What follows belongs to an exercise in optimizing a design on an open flow for small area and a short achievable clock period; a production flow would make more cautious choices.
RTL that was checked went through simulation tests only; none was proved equivalent to the original.

Design resize_datapath, start of the top module:
module resize_datapath (
  clk,
  reset_n,
  enable,
  data_in1,
  data_in2,
  scale,
  data_out
);
  input wire [15:0] data_in1, data_in2, scale;
  input wire clk, reset_n, enable;
  output reg [15:0] data_out;
  wire [15:0] fsum, fproduct1, fproduct2, sub_scale;
  Multiply  m1 (.a(data_in2), .b(scale), .result(fproduct1));
  sub_float sf (.b(scale[14:0]), .c(sub_scale));                   
  Multiply  m2 (.a(data_in1), .b(sub_scale), .result(fproduct2));
  add_float af (.a(fproduct1), .b(fproduct2), .c(fsum));
  always @(posedge clk or negedge reset_n) begin
    if (~reset_n)
      data_out <= 16'd0;
    else if (enable)
      data_out <= fsum;
  end
endmodule
clock: 25.0 ns
lec_check: 0
abc_area: 1
cap_margin: 20
core_margin: 2
core_utilization: 40
place_density: 0.6
setup_slack_margin: 5
slew_margin: 20
run.sh (not shown) runs the stock make flow with config.mk's settings and CLKGATE_MAP_FILE= SYNTH_SCRIPT=/design/flow/synth_recipe.tcl, a recipe that flattens the netlist after the stock synthesis.
The starting point finished clean.
Change:
--- a/flow/config.mk
+++ b/flow/config.mk
@@ -13,2 +13,4 @@
 export SETUP_SLACK_MARGIN = 5
 export SLEW_MARGIN = 20
+export SYNTH_HIERARCHICAL = 1
+export SYNTH_MINIMUM_KEEP_SIZE = 0
Via count decreases by 0.66%.
Die area increases by 3.2%.
Setup slack improved by 0.20 ns.
Function was not checked in any run of this note: the RTL went through the layout flow alone.

Setup of job 102:
Another version of the RTL of resize_datapath (not shown whole).
Size in the first run: ~1400 cells after synthesis, about 67 I/O pins.
// resize_datapath
module resize_datapath (
  clk,
  reset_n,
  enable,
  data_in1,
  data_in2,
  scale,
  data_out
);
==> flow/config.mk <==
export PLATFORM = sky130hd
export DESIGN_NAME = resize_datapath
export DESIGN_NICKNAME = resize_datapath
export VERILOG_FILES = /design/flow/design.v
export SDC_FILE = /design/flow/constraint.sdc
export NUM_CORES = 4
export LEC_CHECK = 0
export ABC_AREA = 1
export CAP_MARGIN = 20
export CORE_MARGIN = 2
export CORE_UTILIZATION = 40
export PLACE_DENSITY = 0.6
export SETUP_SLACK_MARGIN = 5
export SLEW_MARGIN = 20
export SYNTH_HIERARCHICAL = 1
export SYNTH_MINIMUM_KEEP_SIZE = 0
==> flow/constraint.sdc <==
create_clock -name core_clock -period 25.0 [get_ports {clk}]
set_input_delay 5.0000 -clock core_clock [delete_from_list [all_inputs] [get_ports {clk}]]
set_output_delay 5.0000 -clock core_clock [all_outputs]
set_load 0.01 [all_outputs]
standard.sh (not shown) runs the stock make flow with config.mk's settings and CLKGATE_MAP_FILE= SYNTH_SCRIPT=/design/flow/synth_recipe.tcl, a recipe that flattens the netlist after the stock synthesis.
==> flow/flow/run.sh <==
#!/bin/bash
# Own layout flow: the standard synthesis, then the combinational logic
# between the registers and the adder cells is mapped again by ABC for area,
# then the standard layout from the floorplan on.
set -euo pipefail
W=$(pwd)
R=$W/orfs/results/$FLOW_PLATFORM/resize_datapath/base
YOSYS=$FLOW_HOME/../tools/install/yosys/bin/yosys
LIB=$FLOW_HOME/platforms/sky130hd/lib/sky130_fd_sc_hd__tt_025C_1v80.lib

# delay cells are not to be used as port buffers (nor anywhere else)
export DONT_USE_CELLS="sky130_fd_sc_hd__clkdlybuf4s15_1 sky130_fd_sc_hd__clkdlybuf4s15_2 sky130_fd_sc_hd__clkdlybuf4s18_1 sky130_fd_sc_hd__clkdlybuf4s18_2 sky130_fd_sc_hd__clkdlybuf4s25_1 sky130_fd_sc_hd__clkdlybuf4s25_2 sky130_fd_sc_hd__clkdlybuf4s50_1 sky130_fd_sc_hd__clkdlybuf4s50_2 sky130_fd_sc_hd__dlygate4sd1_1 sky130_fd_sc_hd__dlygate4sd2_1 sky130_fd_sc_hd__dlygate4sd3_1 sky130_fd_sc_hd__dlymetal6s2s_1 sky130_fd_sc_hd__dlymetal6s4s_1 sky130_fd_sc_hd__dlymetal6s6s_1"

bash standard.sh synth > "$W/flow_synth.log" 2>&1
cp "$R/1_2_yosys.v" "$W/standard_1_2_yosys.v"

# cells the platform marks don't-use
DONT=$( (echo $DONT_USE_CELLS; sed -n '/^export DONT_USE_CELLS/,/^[^ ]/p' "$FLOW_HOME/platforms/sky130hd/config.mk") \
       | grep -o 'sky130_fd_sc_hd__[A-Za-z0-9_]*' | sed 's/^/-dont_use /' | tr '\n' ' ')
# ABC is not to map to the multi-output adder cells
MO=$(for c in fa_1 fa_2 fa_4 fah_1 fahcin_1 fahcon_1 ha_1 ha_2 ha_4; do printf -- "-dont_use sky130_fd_sc_hd__$c "; done)
printf 'set_driving_cell sky130_fd_sc_hd__buf_1\nset_load 5\n' > "$W/resyn.constr"
cat > "$W/resyn.ys" <<EOS
read_liberty -ignore_miss_func $LIB
blackbox sky130_fd_sc_hd__fa_1 sky130_fd_sc_hd__fa_2 sky130_fd_sc_hd__fa_4 sky130_fd_sc_hd__ha_1 sky130_fd_sc_hd__ha_2 sky130_fd_sc_hd__ha_4 sky130_fd_sc_hd__dfrtp_1 sky130_fd_sc_hd__dfrtp_2 sky130_fd_sc_hd__dfrtp_4
read_verilog $W/standard_1_2_yosys.v
hierarchy -top $FLOW_TOP
flatten
opt_clean -purge
abc -liberty $LIB -constr $W/resyn.constr $DONT $MO
opt_clean -purge
hilomap -singleton -hicell sky130_fd_sc_hd__conb_1 HI -locell sky130_fd_sc_hd__conb_1 LO
splitnets
opt_clean -purge
stat -liberty $LIB
write_verilog -noattr -nohex -nodec $W/resyn.v
EOS
"$YOSYS" -s "$W/resyn.ys" > "$W/flow_resyn.log" 2>&1
# read the new netlist back on its own and check it
"$YOSYS" -p "read_liberty -lib $LIB; read_verilog $W/resyn.v; hierarchy -check -top $FLOW_TOP; check -assert -mapped" > "$W/flow_resyn_check.log" 2>&1
cp "$W/resyn.v" "$R/1_2_yosys.v"
touch "$R/1_2_yosys.v"

bash standard.sh finish > "$W/flow_finish.log" 2>&1
## Diff of input files: job 105 against job 102
- a deleted SETUP_SLACK_MARGIN that had been 5
-- flow/flow/run.sh --
<<< job 102, line 12
export DONT_USE_CELLS="sky130_fd_sc_hd__clkdlybuf4s15_1 sky130_fd_sc_hd__clkdlybuf4s15_2 sky130_fd_sc_hd__clkdlybuf4s18_1 sky130_fd_sc_hd__clkdlybuf4s18_2 sky130_fd_sc_hd__clkdlybuf4s25_1 sky130_fd_sc_hd__clkdlybuf4s25_2 sky130_fd_sc_hd__clkdlybuf4s50_1 sky130_fd_sc_hd__clkdlybuf4s50_2 sky130_fd_sc_hd__dlygate4sd1_1 sky130_fd_sc_hd__dlygate4sd2_1 sky130_fd_sc_hd__dlygate4sd3_1 sky130_fd_sc_hd__dlymetal6s2s_1 sky130_fd_sc_hd__dlymetal6s4s_1 sky130_fd_sc_hd__dlymetal6s6s_1"

bash standard.sh synth > "$W/flow_synth.log" 2>&1
cp "$R/1_2_yosys.v" "$W/standard_1_2_yosys.v"
>>> job 105, line 12
export DONT_USE_CELLS="sky130_fd_sc_hd__clkdlybuf4s15_1 sky130_fd_sc_hd__clkdlybuf4s15_2 sky130_fd_sc_hd__clkdlybuf4s18_1 sky130_fd_sc_hd__clkdlybuf4s18_2 sky130_fd_sc_hd__clkdlybuf4s25_1 sky130_fd_sc_hd__clkdlybuf4s25_2 sky130_fd_sc_hd__clkdlybuf4s50_1 sky130_fd_sc_hd__clkdlybuf4s50_2 sky130_fd_sc_hd__dlygate4sd1_1 sky130_fd_sc_hd__dlygate4sd2_1 sky130_fd_sc_hd__dlygate4sd3_1 sky130_fd_sc_hd__dlymetal6s2s_1 sky130_fd_sc_hd__dlymetal6s4s_1 sky130_fd_sc_hd__dlymetal6s6s_1"

export SETUP_SLACK_MARGIN=8
bash standard.sh synth > "$W/flow_synth.log" 2>&1
cp "$R/1_2_yosys.v" "$W/standard_1_2_yosys.v"
==> run notes <==
[compare] base=job 102 new=job 105: post-detailed-routing wire length moved up. scale[2] as the start point of the critical path was reported by job 102, and scale[7] by job 105. Summary — count of cell instances traversed by the critical path, job 105 relative to job 102: lower, by about 1.3%.

[port drivers added, routing unchanged]
In the flow no input, the clock included, has a driving cell. The finished layouts below were timed again as built, in two steps. Step 1 assumes that a clkbuf_16 drives the clock port and a buf_2 every other input. Step 2 also shifts input and output timing later by t, the mid clock arrival at the registers, as if the neighbouring blocks saw the same clock. Three values: no drivers, after step 1, after step 2; two values: the first two.
| run | shift t [ns] | setup WS [ns] | slew at the worst register clock pin (ns) |
|---|---|---|---|
| the first run of note 1 | 0.273 | 5.941 / 5.950 / 5.677 | 0.05 / 0.05 |
| the second run of note 1 | 0.269 | 6.138 / 6.144 / 5.875 | 0.05 / 0.05 |
| job 102 | 0.279 | 5.499 / 5.509 / 5.229 | 0.05 / 0.05 |
| job 105 | 0.269 | 6.138 / 6.133 / 5.864 | 0.05 / 0.05 |
After both steps setup and hold are still met in every run listed. The setup slack of job 105, which loses most, moves by -0.005 ns with the drivers and by -0.274 ns with both steps.
